This design comes from an exercise in tuning for small area on the open sky130 flow, not from production work.
RTL that was checked went through simulation tests only; none was proved equivalent to the original.

==> juniper <==
==> flow/design.v <==
`timescale 1ns / 1ps
`default_nettype none
module pwm_module(cclk, rstb, duty_cycle, tick, pwm_out);
	input  wire cclk, rstb;
	input  wire [7:0] duty_cycle;
	input  wire tick;
	output wire pwm_out;
	reg [7:0] cycle_count;
	assign pwm_out = (cycle_count < duty_cycle);
	always @(posedge cclk) begin
		if (~rstb)
			cycle_count <= 8'd0;
		else if (tick)
			cycle_count <= cycle_count + 8'd1;
	end
endmodule
`default_nettype wire
`timescale 1ns / 1ps
`default_nettype none
module CharDraw(input wire [5:0] e, input wire [2:0] row, input wire [1:0] col, output wire on);
	localparam [2047:0] ROM = 2048'h00000000000000000000000000000000000000000000000000000000000000000000000000000000000000000000000000000000000000000000000000000000000000000000000000000000000000000000000000000000000000000000000000000000000000000000003ff5aeffaa0000002b767896bc0000002b75adfffe00000000000000000000003fc1eced9600000000129202000000002a25e7fdfe00000000000000000000003fe0ebe5320000001bf71d4b660000003be0eff9fe00000000000000000000003ce7e7ad1600000000101022000000003b93eff9fe00000000000000000000003fe7ffafea0000003f741f82fe0000003fe7ffbbfe;
	assign on = ROM[{row, col, e}];
endmodule
`default_nettype wire
`timescale 1ns / 1ps
`default_nettype none
`default_nettype wire
`timescale 1ns / 1ps
`default_nettype none
module CharReceiver(cclk, rstb, inputCharBit, d, code);
	input  wire cclk;
	input  wire rstb;
	input  wire inputCharBit;
	input  wire [4:0] d;       
	output wire [5:0] code;    
	reg [5:0]  counter;    
	reg [5:0]  currChar;   
	reg [13:0] clkCounter;
	reg [155:0] ring;      
	reg [4:0]  q;
	reg        fill;       
	reg        z0;         
	wire step     = (clkCounter != 14'd1) && counter >= 6'd8 && counter < 6'd34 && inputCharBit;
	wire complete = step && counter == 6'd33;
	wire shifting = counter >= 6'd9 && counter <= 6'd33;    
	localparam [155:0] INITV = 156'b000001000010000011000100011011011111100000100001100010100011100100100101000000000001000010000011000100011011011111100000100001100010100011100100100101000000;
	wire [5:0] init = INITV[6*q +: 6];
	wire [5:0] ring_in = fill ? init :
	                     ((q == 5'd0) && (shifting || (counter == 6'd8 && step))) ? currChar :
	                     ring[5:0];
	always @(posedge cclk)
		ring <= {ring_in, ring[155:6]};
	wire       adj = shifting && ({1'b0, d} + 6'd9 <= counter);
	wire [6:0] sum = d + adj + q;
	wire [4:0] pos = (sum >= 7'd52) ? sum - 7'd52 : (sum >= 7'd26) ? sum - 7'd26 : sum[4:0];
	reg  [5:0] rd;
	integer i;
	always @* begin
		rd = 6'd0;
		for (i = 0; i < 26; i = i + 1)
			rd = rd | ({6{pos == i}} & ring[6*i +: 6]);
	end
	assign code = (z0 && d == 5'd0) ? 6'd0 : rd;
	always @(posedge cclk) begin
		if (~rstb) begin
			counter <= 6'd9;
			currChar <= 6'd27;
			clkCounter <= 14'd0;
			q <= 5'd0;
			fill <= 1'b1;
			z0 <= 1'b1;
		end
		else begin
			if (clkCounter == 14'd1) begin
				if (inputCharBit == 1'b0 && counter == 6'd34)
					counter <= 6'd0;
				else if (counter < 6'd8) begin
					if (counter == 6'd6) begin
						if (inputCharBit) currChar <= 6'd0;
					end
					else if (counter != 6'd7)
						currChar[counter[2:0]] <= inputCharBit;
					counter <= counter + 6'd1;
				end
			end
			else if (step)
				counter <= counter + 6'd1;
			if (clkCounter == (10417) - 1)
				clkCounter <= 14'd0;
			else
				clkCounter <= clkCounter + 14'd1;
			if (!complete)
				q <= (q == 5'd0) ? 5'd25 : q - 5'd1;
			if (clkCounter == 14'd25)
				fill <= 1'b0;
			if (counter == 6'd8 && step)
				z0 <= 1'b0;
		end
	end
endmodule
`default_nettype wire
`timescale 1ns / 1ps
`default_nettype none
module ScreenMux(cclk, rstb, inputCharBit, x, y, bg_red, bg_green, bg_blue, tft_red, tft_green, tft_blue);
	input  wire cclk, rstb, inputCharBit;
	input  wire [9:0] x;
	input  wire [8:0] y;
	input  wire [7:0] bg_red, bg_green, bg_blue;
	output wire [7:0] tft_red, tft_green, tft_blue;
	wire lmode = (y >= 9'd184);        
	reg [3:0] k;
	reg [1:0] sc;
	reg [3:0] sub;
	wire idle    = (sc == 2'd3) && (sub == 4'd5);
	wire colend  = (sc == 2'd3) ? (sub == 4'd4) : (sub == (lmode ? 4'd7 : 4'd9));
	wire last    = lmode ? (k == 4'd4 || k == 4'd7 || k == 4'd11 || k == 4'd12) : (k == 4'd12);
	wire load    = lmode ? (x == 10'd6 || x == 10'd195 || x == 10'd341) : (x == 10'd4);
	wire [3:0] k0 = x[8] ? 4'd8 : x[7] ? 4'd5 : 4'd0;
	always @(posedge cclk) begin
		if (~rstb) begin
			k <= 4'd12; sc <= 2'd3; sub <= 4'd5;
		end
		else if (load) begin
			k <= (lmode ? k0 : 4'd0); sc <= 2'd0; sub <= 4'd0;
		end
		else if (!idle) begin
			if (!colend)
				sub <= sub + 4'd1;
			else if (sc != 2'd3) begin
				sub <= 4'd0; sc <= sc + 2'd1;
			end
			else if (last)
				sub <= 4'd5;
			else begin
				sub <= 4'd0; sc <= 2'd0; k <= k + 4'd1;
			end
		end
	end
	wire r1 = (y >= 9'd5)  && (y < 9'd55);
	wire r2 = (y >= 9'd60) && (y < 9'd110);
	reg [2:0] csr;
	integer i;
	always @* begin
		csr = 3'd0;
		for (i = 0; i < 5; i = i + 1)
			if ((y >= 5 + 10*i && y < 15 + 10*i) || (y >= 60 + 10*i && y < 70 + 10*i))
				csr = i;
	end
	wire       lrow = (y >= 9'd184) && (y < 9'd224);
	wire [2:0] lsr  = y[5:3] - 3'd7;    
	wire [5:0] lcode = (k == 4'd0 || k == 4'd8) ? 6'd19 :    
	                   (k == 4'd1 || k == 4'd7) ? 6'd16 :    
	                   (k == 4'd2 || k == 4'd6) ? 6'd1  :    
	                   (k == 4'd3)              ? 6'd3  :    
	                   (k == 4'd4 || k == 4'd9) ? 6'd5  :    
	                   (k == 4'd5)              ? 6'd20 :    
	                   (k == 4'd10)             ? 6'd14 :    
	                                              6'd4;      
	wire [4:0] slot = r2 ? k + 5'd13 : {1'b0, k};
	wire [5:0] code;
	CharReceiver receiver(.cclk(cclk), .rstb(rstb), .inputCharBit(inputCharBit), .d(slot), .code(code));
	wire [5:0] e    = lmode ? lcode : code;
	wire [2:0] sr   = lmode ? lsr : csr;
	wire glyph_on;
	CharDraw rom(.e(e), .row(sr), .col(sc), .on(glyph_on));
	wire obj_on = (lmode ? lrow : (r1 | r2)) && glyph_on;    
	wire mrow     = (y >= 9'd120) && (y < 9'd130);
	wire morse_on = mrow && ((x >= 10'd255 && x < 10'd275) || (x >= 10'd280 && x < 10'd300));
	reg pix;
	always @(posedge cclk) begin
		if (~rstb) pix <= 1'b0;
		else       pix <= obj_on | morse_on;
	end
	wire in_box  = (((y >= 9'd5) && (y < 9'd115)) || lrow) && !idle ||
	               (mrow && (x >= 10'd180) && (x < 10'd305));
	wire in_line = (y == 9'd136) ||
	               ((x == 10'd160 || x == 10'd320) && y >= 9'd136 && y < 9'd272);
	wire fg      = in_box | in_line;
	wire fgval   = in_box ? pix : 1'b1;
	assign tft_red   = fg ? {8{fgval}} : bg_red;
	assign tft_green = fg ? {8{fgval}} : bg_green;
	assign tft_blue  = fg ? {8{fgval}} : bg_blue;
endmodule
`default_nettype wire
`timescale 1ns / 1ps
`default_nettype none
module tft_driver(
	input wire cclk, rstb,
	input wire inputCharBit,
	input wire [7:0] switch,
	output wire tft_backlight, tft_data_ena,
	output wire tft_display, tft_vdd,
	output wire [7:0] tft_red, tft_green, tft_blue,
	input wire [7:0] bg_red, bg_green, bg_blue,
	output reg [(10-1):0] x,
	output reg [(9-1):0] y,
	output wire new_frame
);
reg on;   
pwm_module PWM (.cclk(cclk), .rstb(rstb), .duty_cycle(switch), .tick(x[0]), .pwm_out(tft_backlight));
ScreenMux screenMux(.cclk(cclk), .rstb(rstb), .inputCharBit(inputCharBit), .x(x), .y(y),
                    .bg_red(bg_red), .bg_green(bg_green), .bg_blue(bg_blue),
                    .tft_red(tft_red), .tft_green(tft_green), .tft_blue(tft_blue));
assign tft_data_ena = (x > 480 || y > 272) ? 0 : 1;
assign new_frame = (x == 0 && y == 0) ? 1 : 0;
assign tft_vdd = on;
assign tft_display = on;
always @(posedge cclk) begin
  if(~rstb) begin
    x <= 0;
    y <= 0;
    on <= 0;
  end
  else begin
    on <= 1;
    if (x == (480 + 45)) begin
      x <= 0;
      if (y == (272 + 16))
        y <= 0;
      else
        y <= y + 1;
    end
    else
      x <= x + 1;
  end
end
endmodule
`default_nettype wire
==> flow/flow/run.sh <==
#!/bin/bash
# Standard synthesis, then the combinational logic re-mapped by ABC with an
# area-oriented script (flip-flops kept as the standard synthesis made them,
# same instances and names), then the standard layout with 1x port buffers.
set -euo pipefail
R=$PWD/orfs/results/$FLOW_PLATFORM/tft_driver/base
LIB=$FLOW_HOME/platforms/sky130hd/lib/sky130_fd_sc_hd__tt_025C_1v80.lib
YOSYS=$(command -v yosys || echo /OpenROAD-flow-scripts/tools/install/yosys/bin/yosys)

bash standard.sh $R/1_2_yosys.v > synth.log 2>&1
cp $R/1_2_yosys.v $R/1_2_yosys_standard.v

cat > remap.ys <<EOF
read_liberty -ignore_miss_func $LIB
read_verilog $R/1_2_yosys_standard.v
hierarchy -top $FLOW_TOP
setattr -mod -set keep_hierarchy 1 sky130_fd_sc_hd__dfxtp_*
flatten
delete t:\$scopeinfo
opt_clean
stat -liberty $LIB
opt -fast
abc -liberty $LIB -dont_use sky130_fd_sc_hd__lpflow_* -dont_use sky130_fd_sc_hd__probe* -script $PWD/flow/remap.abc
opt_clean -purge
hilomap -singleton -hicell sky130_fd_sc_hd__conb_1 HI -locell sky130_fd_sc_hd__conb_1 LO
insbuf -buf sky130_fd_sc_hd__buf_4 A X
splitnets
opt_clean -purge
stat -liberty $LIB
hierarchy -top $FLOW_TOP
blackbox sky130_fd_sc_hd__dfxtp_*
write_verilog -noattr -noexpr -nohex -nodec $R/1_2_yosys.v
EOF
$YOSYS -l remap.log remap.ys > /dev/null 2>&1
touch $R/1_2_yosys.v

bash standard.sh BUFFER_PORTS_ARGS="-buffer_cell sky130_fd_sc_hd__buf_1" finish > layout.log 2>&1
==> flow/flow/remap.abc <==
strash; ifraig; scorr; dc2; strash; &get -n; &dch -f; &nf -R 1000 -C 32; &put
==> flow/standard.sh <==
#!/bin/bash
# synth_recipe.tcl (not shown) runs the flow's synth.tcl, then flattens the netlist and writes it again
# the make line also repeats each setting of config.mk as NAME=value (left out here)
make -C /OpenROAD-flow-scripts/flow DESIGN_CONFIG=/design/flow/config.mk WORK_HOME=/design/flow/orfs CLKGATE_MAP_FILE= SYNTH_SCRIPT=/design/flow/synth_recipe.tcl "${@:-finish}"
==> flow/config.mk <==
export PLATFORM = sky130hd
export DESIGN_NAME = tft_driver
export DESIGN_NICKNAME = tft_driver
export VERILOG_FILES = /design/flow/design.v
export SDC_FILE = /design/flow/constraint.sdc
export NUM_CORES = 4
export LEC_CHECK = 0
export ABC_AREA = 1
export CAP_MARGIN = 20
export CORE_MARGIN = 2
export CORE_UTILIZATION = 60
export CTS_BUF_LIST = sky130_fd_sc_hd__clkbuf_4
export PLACE_DENSITY = 0.75
export SLEW_MARGIN = 20
==> flow/constraint.sdc <==
create_clock -name core_clock -period 10.0 [get_ports {cclk}]
set_input_delay 2.0000 -clock core_clock [delete_from_list [all_inputs] [get_ports {cclk}]]
set_output_delay 2.0000 -clock core_clock [all_outputs]
set_load 0.01 [all_outputs]
==> inputs of fjord, as changes to juniper <==
==> flow/design.v, changed modules only <==
module CharReceiver(cclk, rstb, inputCharBit, k, r2, code);
	input  wire cclk;
	input  wire rstb;
	input  wire inputCharBit;
	input  wire [3:0] k;       
	input  wire r2;            
	output wire [5:0] code;    
	reg [5:0]  counter;    
	reg [5:0]  currChar;   
	reg [13:0] clkCounter;
	localparam [13:0] CNT1 = 14'd1, CNT25 = 14'd3854, CNTLAST = 14'd2538;
	reg [77:0] ring1;      
	reg [77:0] ring2;
	reg [3:0]  q;
	reg        fill;       
	reg        z0;         
	wire step     = (clkCounter != CNT1) && counter >= 6'd8 && counter < 6'd34 && inputCharBit;
	wire complete = step && counter == 6'd33;
	wire shifting = counter >= 6'd9 && counter <= 6'd33;    
	localparam [77:0] INITV = 78'b000001000010000011000100011011011111100000100001100010100011100100100101000000;
	wire [5:0] init = INITV[6*q +: 6];
	wire at0 = (q == 4'd0);
	wire w1  = at0 && ((counter == 6'd8 && step) || (counter >= 6'd9 && counter <= 6'd20));
	wire w2  = at0 && ((counter == 6'd21 && step) || (counter >= 6'd22 && counter <= 6'd33));
	wire [5:0] in1 = fill ? init : w1 ? ring2[5:0] : ring1[5:0];
	wire [5:0] in2 = fill ? init : w2 ? currChar   : ring2[5:0];
	always @(posedge cclk) begin
		ring1 <= {in1, ring1[77:6]};
		ring2 <= {in2, ring2[77:6]};
	end
	wire       adj  = shifting && ({1'b0, r2 ? k + 5'd13 : {1'b0, k}} + 6'd9 <= counter);
	wire [3:0] idx  = k + adj;                  
	wire       row2 = r2 || (idx == 4'd13 && counter <= 6'd20);
	wire [3:0] c    = (idx == 4'd13) ? 4'd0 : idx;
	wire [4:0] sum  = c + q;
	wire [3:0] pos  = (sum >= 5'd13) ? sum - 5'd13 : sum[3:0];
	reg  [5:0] rd1, rd2;
	integer i;
	always @* begin
		rd1 = 6'd0; rd2 = 6'd0;
		for (i = 0; i < 13; i = i + 1) begin
			rd1 = rd1 | ({6{pos == i}} & ring1[6*i +: 6]);
			rd2 = rd2 | ({6{pos == i}} & ring2[6*i +: 6]);
		end
	end
	assign code = (z0 && !r2 && k == 4'd0) ? 6'd0 : row2 ? rd2 : rd1;
	always @(posedge cclk) begin
		if (~rstb) begin
			counter <= 6'd9;
			currChar <= 6'd27;
			clkCounter <= 14'd0;
			q <= 4'd0;
			fill <= 1'b1;
			z0 <= 1'b1;
		end
		else begin
			if (clkCounter == CNT1) begin
				if (inputCharBit == 1'b0 && counter == 6'd34)
					counter <= 6'd0;
				else if (counter < 6'd8) begin
					if (counter == 6'd6) begin
						if (inputCharBit) currChar <= 6'd0;
					end
					else if (counter != 6'd7)
						currChar[counter[2:0]] <= inputCharBit;
					counter <= counter + 6'd1;
				end
			end
			else if (step)
				counter <= counter + 6'd1;
			if (clkCounter == CNTLAST)
				clkCounter <= 14'd0;
			else
				clkCounter <= {clkCounter[12:0], ~^{clkCounter[13], clkCounter[12], clkCounter[11], clkCounter[1]}};
			if (!complete)
				q <= at0 ? 4'd12 : q - 4'd1;
			if (clkCounter == CNT25)
				fill <= 1'b0;
			if (counter == 6'd8 && step)
				z0 <= 1'b0;
		end
	end
endmodule
module ScreenMux(cclk, rstb, inputCharBit, x, y, bg_red, bg_green, bg_blue, tft_red, tft_green, tft_blue);
	input  wire cclk, rstb, inputCharBit;
	input  wire [9:0] x;
	input  wire [8:0] y;
	input  wire [7:0] bg_red, bg_green, bg_blue;
	output wire [7:0] tft_red, tft_green, tft_blue;
	wire lmode = (y >= 9'd184);        
	reg [3:0] k;
	reg [1:0] sc;
	reg [3:0] sub;
	wire idle    = (sc == 2'd3) && (sub == 4'd5);
	wire colend  = (sc == 2'd3) ? (sub == 4'd4) : (sub == (lmode ? 4'd7 : 4'd9));
	wire last    = lmode ? (k == 4'd4 || k == 4'd7 || k == 4'd11 || k == 4'd12) : (k == 4'd12);
	wire load    = lmode ? (x == 10'd6 || x == 10'd195 || x == 10'd341) : (x == 10'd4);
	wire [3:0] k0 = x[8] ? 4'd8 : x[7] ? 4'd5 : 4'd0;
	always @(posedge cclk) begin
		if (~rstb) begin
			k <= 4'd12; sc <= 2'd3; sub <= 4'd5;
		end
		else if (load) begin
			k <= (lmode ? k0 : 4'd0); sc <= 2'd0; sub <= 4'd0;
		end
		else if (!idle) begin
			if (!colend)
				sub <= sub + 4'd1;
			else if (sc != 2'd3) begin
				sub <= 4'd0; sc <= sc + 2'd1;
			end
			else if (last)
				sub <= 4'd5;
			else begin
				sub <= 4'd0; sc <= 2'd0; k <= k + 4'd1;
			end
		end
	end
	wire r1 = (y >= 9'd5)  && (y < 9'd55);
	wire r2 = (y >= 9'd60) && (y < 9'd110);
	reg [2:0] csr;
	integer i;
	always @* begin
		csr = 3'd0;
		for (i = 0; i < 5; i = i + 1)
			if ((y >= 5 + 10*i && y < 15 + 10*i) || (y >= 60 + 10*i && y < 70 + 10*i))
				csr = i;
	end
	wire       lrow = (y >= 9'd184) && (y < 9'd224);
	wire [2:0] lsr  = y[5:3] - 3'd7;    
	wire [5:0] lcode = (k == 4'd0 || k == 4'd8) ? 6'd19 :    
	                   (k == 4'd1 || k == 4'd7) ? 6'd16 :    
	                   (k == 4'd2 || k == 4'd6) ? 6'd1  :    
	                   (k == 4'd3)              ? 6'd3  :    
	                   (k == 4'd4 || k == 4'd9) ? 6'd5  :    
	                   (k == 4'd5)              ? 6'd20 :    
	                   (k == 4'd10)             ? 6'd14 :    
	                                              6'd4;      
	wire [5:0] code;
	CharReceiver receiver(.cclk(cclk), .rstb(rstb), .inputCharBit(inputCharBit), .k(k), .r2(r2), .code(code));
	wire [5:0] e    = lmode ? lcode : code;
	wire [2:0] sr   = lmode ? lsr : csr;
	wire glyph_on;
	CharDraw rom(.e(e), .row(sr), .col(sc), .on(glyph_on));
	wire obj_on = (lmode ? lrow : (r1 | r2)) && glyph_on;    
	wire mrow     = (y >= 9'd120) && (y < 9'd130);
	wire morse_on = mrow && ((x >= 10'd255 && x < 10'd275) || (x >= 10'd280 && x < 10'd300));
	reg pix;
	always @(posedge cclk) begin
		if (~rstb) pix <= 1'b0;
		else       pix <= obj_on | morse_on;
	end
	wire in_box  = (((y >= 9'd5) && (y < 9'd115)) || lrow) && !idle ||
	               (mrow && (x >= 10'd180) && (x < 10'd305));
	wire in_line = (y == 9'd136) ||
	               ((x == 10'd160 || x == 10'd320) && y >= 9'd136 && y < 9'd272);
	wire fg      = in_box | in_line;
	wire fgval   = in_box ? pix : 1'b1;
	assign tft_red   = fg ? {8{fgval}} : bg_red;
	assign tft_green = fg ? {8{fgval}} : bg_green;
	assign tft_blue  = fg ? {8{fgval}} : bg_blue;
endmodule
--- a/flow/flow/run.sh
+++ b/flow/flow/run.sh
@@ -16,5 +16,7 @@
 hierarchy -top $FLOW_TOP
-setattr -mod -set keep_hierarchy 1 sky130_fd_sc_hd__dfxtp_*
+setattr -mod -set keep_hierarchy 1 sky130_fd_sc_hd__*df* sky130_fd_sc_hd__dl*
 flatten
 delete t:\$scopeinfo
+# internal net names only: ports keep their own nets, with no pass-through copies
+rename -hide w:* i:* o:* %u %d
 opt_clean
@@ -25,3 +27,3 @@
 hilomap -singleton -hicell sky130_fd_sc_hd__conb_1 HI -locell sky130_fd_sc_hd__conb_1 LO
-insbuf -buf sky130_fd_sc_hd__buf_4 A X
+insbuf -buf sky130_fd_sc_hd__buf_1 A X
 splitnets
@@ -30,3 +32,3 @@
 hierarchy -top $FLOW_TOP
-blackbox sky130_fd_sc_hd__dfxtp_*
+blackbox sky130_fd_sc_hd__*df* sky130_fd_sc_hd__dl*
 write_verilog -noattr -noexpr -nohex -nodec $R/1_2_yosys.v
==> flow/flow/remap.abc (replaced) <==
strash; ifraig; scorr; dc2; balance -l; resub -K 6 -l; rewrite -l; resub -K 6 -N 2 -l; refactor -l; resub -K 8 -l; balance -l; resub -K 8 -N 2 -l; rewrite -l; resub -K 10 -l; rewrite -z -l; resub -K 10 -N 2 -l; balance -l; resub -K 12 -l; refactor -z -l; resub -K 12 -N 2 -l; rewrite -z -l; balance -l; dc2; balance -l; resub -K 6 -l; rewrite -l; resub -K 6 -N 2 -l; refactor -l; resub -K 8 -l; balance -l; resub -K 8 -N 2 -l; rewrite -l; resub -K 10 -l; rewrite -z -l; resub -K 10 -N 2 -l; balance -l; resub -K 12 -l; refactor -z -l; resub -K 12 -N 2 -l; rewrite -z -l; balance -l; dc2; balance -l; resub -K 6 -l; rewrite -l; resub -K 6 -N 2 -l; refactor -l; resub -K 8 -l; balance -l; resub -K 8 -N 2 -l; rewrite -l; resub -K 10 -l; rewrite -z -l; resub -K 10 -N 2 -l; balance -l; resub -K 12 -l; refactor -z -l; resub -K 12 -N 2 -l; rewrite -z -l; balance -l; strash; &get -n; &dch -f; &nf -R 1000 -C 32; &put
Settings changed: CTS_BUF_LIST sky130_fd_sc_hd__clkbuf_4 to sky130_fd_sc_hd__clkbuf_8, CTS_CLUSTER_DIAMETER from default to 60, CTS_CLUSTER_SIZE from default to 16, GPL_TIMING_DRIVEN from default to 0.
==> inputs of violet, as changes to juniper <==
==> flow/design.v, changed modules only <==
module CharReceiver(cclk, rstb, inputCharBit, d, code);
	input  wire cclk;
	input  wire rstb;
	input  wire inputCharBit;
	input  wire [4:0] d;       
	output wire [5:0] code;    
	reg [5:0]  counter;    
	reg [6:0]  currChar;   
	reg [13:0] clkCounter;
	reg [155:0] ring;      
	reg [4:0]  q;
	reg        fill;       
	reg        z0;         
	wire step     = (clkCounter != 14'd1) && counter >= 6'd8 && counter < 6'd34 && inputCharBit;
	wire complete = step && counter == 6'd33;
	wire shifting = counter >= 6'd9 && counter <= 6'd33;    
	wire [5:0] enc = (currChar != 7'd0 && currChar <= 7'd37) ? currChar[5:0] : 6'd0;
	reg [5:0] init;
	always @* begin
		case (q)
			5'd0:  init = 6'd0;    
			5'd1:  init = 6'd37;   
			5'd2:  init = 6'd36;
			5'd3:  init = 6'd35;
			5'd4:  init = 6'd34;
			5'd5:  init = 6'd33;
			5'd6:  init = 6'd32;
			5'd7:  init = 6'd31;
			5'd8:  init = 6'd27;
			5'd9:  init = 6'd4;
			5'd10: init = 6'd3;
			5'd11: init = 6'd2;
			5'd12: init = 6'd1;
			5'd13: init = 6'd0;    
			5'd14: init = 6'd37;   
			5'd15: init = 6'd36;
			5'd16: init = 6'd35;
			5'd17: init = 6'd34;
			5'd18: init = 6'd33;
			5'd19: init = 6'd32;
			5'd20: init = 6'd31;
			5'd21: init = 6'd27;
			5'd22: init = 6'd4;
			5'd23: init = 6'd3;
			5'd24: init = 6'd2;
			default: init = 6'd1;  
		endcase
	end
	wire [5:0] ring_in = fill ? init :
	                     ((q == 5'd0) && (shifting || (counter == 6'd8 && step))) ? enc :
	                     ring[5:0];
	always @(posedge cclk)
		ring <= {ring_in, ring[155:6]};
	wire       adj = shifting && ({1'b0, d} + 6'd9 <= counter);
	wire [6:0] sum = d + adj + q;
	wire [4:0] pos = (sum >= 7'd52) ? sum - 7'd52 : (sum >= 7'd26) ? sum - 7'd26 : sum[4:0];
	reg  [5:0] rd;
	integer i;
	always @* begin
		rd = 6'd0;
		for (i = 0; i < 26; i = i + 1)
			rd = rd | ({6{pos == i}} & ring[6*i +: 6]);
	end
	assign code = (z0 && d == 5'd0) ? 6'd0 : rd;
	always @(posedge cclk) begin
		if (~rstb) begin
			counter <= 6'd9;
			currChar <= 7'd27;
			clkCounter <= 14'd0;
			q <= 5'd0;
			fill <= 1'b1;
			z0 <= 1'b1;
		end
		else begin
			if (clkCounter == 14'd1) begin
				if (inputCharBit == 1'b0 && counter == 6'd34)
					counter <= 6'd0;
				else if (counter < 6'd8) begin
					if (counter != 6'd7) currChar[counter[2:0]] <= inputCharBit;
					counter <= counter + 6'd1;
				end
			end
			else if (step)
				counter <= counter + 6'd1;
			if (clkCounter == (10417) - 1)
				clkCounter <= 14'd0;
			else
				clkCounter <= clkCounter + 14'd1;
			if (!complete)
				q <= (q == 5'd0) ? 5'd25 : q - 5'd1;
			if (clkCounter == 14'd25)
				fill <= 1'b0;
			if (counter == 6'd8 && step)
				z0 <= 1'b0;
		end
	end
endmodule
Settings changed: CORE_UTILIZATION 60 to 40, CTS_BUF_LIST sky130_fd_sc_hd__clkbuf_4 to default, PLACE_DENSITY 0.75 to 0.6.
==> comparison table <==
Buffers outside the clock class: juniper 94; violet 99; fjord 91
Sequential share of cell area: juniper 0.421; violet 0.415; fjord 0.448
Via count of the first global-routing pass: juniper 8265; violet 8238; fjord 7289
Run status: juniper no timing/DRC/antenna violations; violet no timing/DRC/antenna violations; fjord no timing/DRC/antenna violations
Cell Area, Placed: juniper 10200 µm²; violet 10400 µm²; fjord 9680 µm²
Proportion of cell area occupied by multi-input gates: juniper 0.448; violet 0.426; fjord 0.448
Setup slack of the worst register-to-register path: juniper 650 ps; violet 840 ps; fjord 660 ps
Met3 usage: juniper 0.0729; violet 0.0314; fjord 0.0444
CTS-repair resized insts: juniper 0; violet 2; fjord 2
Area of the multi-input gates: juniper 4860 µm²; violet 4810 µm²; fjord 4550 µm²
TritonCTS sink count: juniper 228; violet 234; fjord 227
Row cnt: juniper 46; violet 57; fjord 44
Only the layout flow was run in juniper; the RTL was not checked for function there.

static timing again, ports no longer ideal:
Ports are ideal in the flow. The routed layouts listed here were re-timed in OpenROAD.
Step 1 (the two cells are an assumption about what drives the block):
set clk [get_ports {cclk}]
set_driving_cell -lib_cell sky130_fd_sc_hd__clkbuf_16 $clk
set_driving_cell -lib_cell sky130_fd_sc_hd__buf_2 [delete_from_list [all_inputs] $clk]
Step 2 also shifts input and output timing later by t, the mid clock arrival at the registers, as if the neighbouring blocks saw the same clock.
Slacks: ideal ports / drivers / drivers and shift; pairs: ideal ports / drivers.
run | t (ns) | setup WS [ns] | hold slack, ns | worst setup path at the end
juniper | 0.716 | 0.655 / 0.655 / 0.655 | 0.296 / 0.296 / 0.296 | register to register
fjord | 0.560 | 0.660 / 0.660 / 0.660 | 0.337 / 0.337 / 0.337 | register to register
violet | 0.565 | 0.845 / 0.845 / 0.845 | 0.343 / 0.343 / 0.343 | register to register
After both steps every run listed still meets setup and hold.
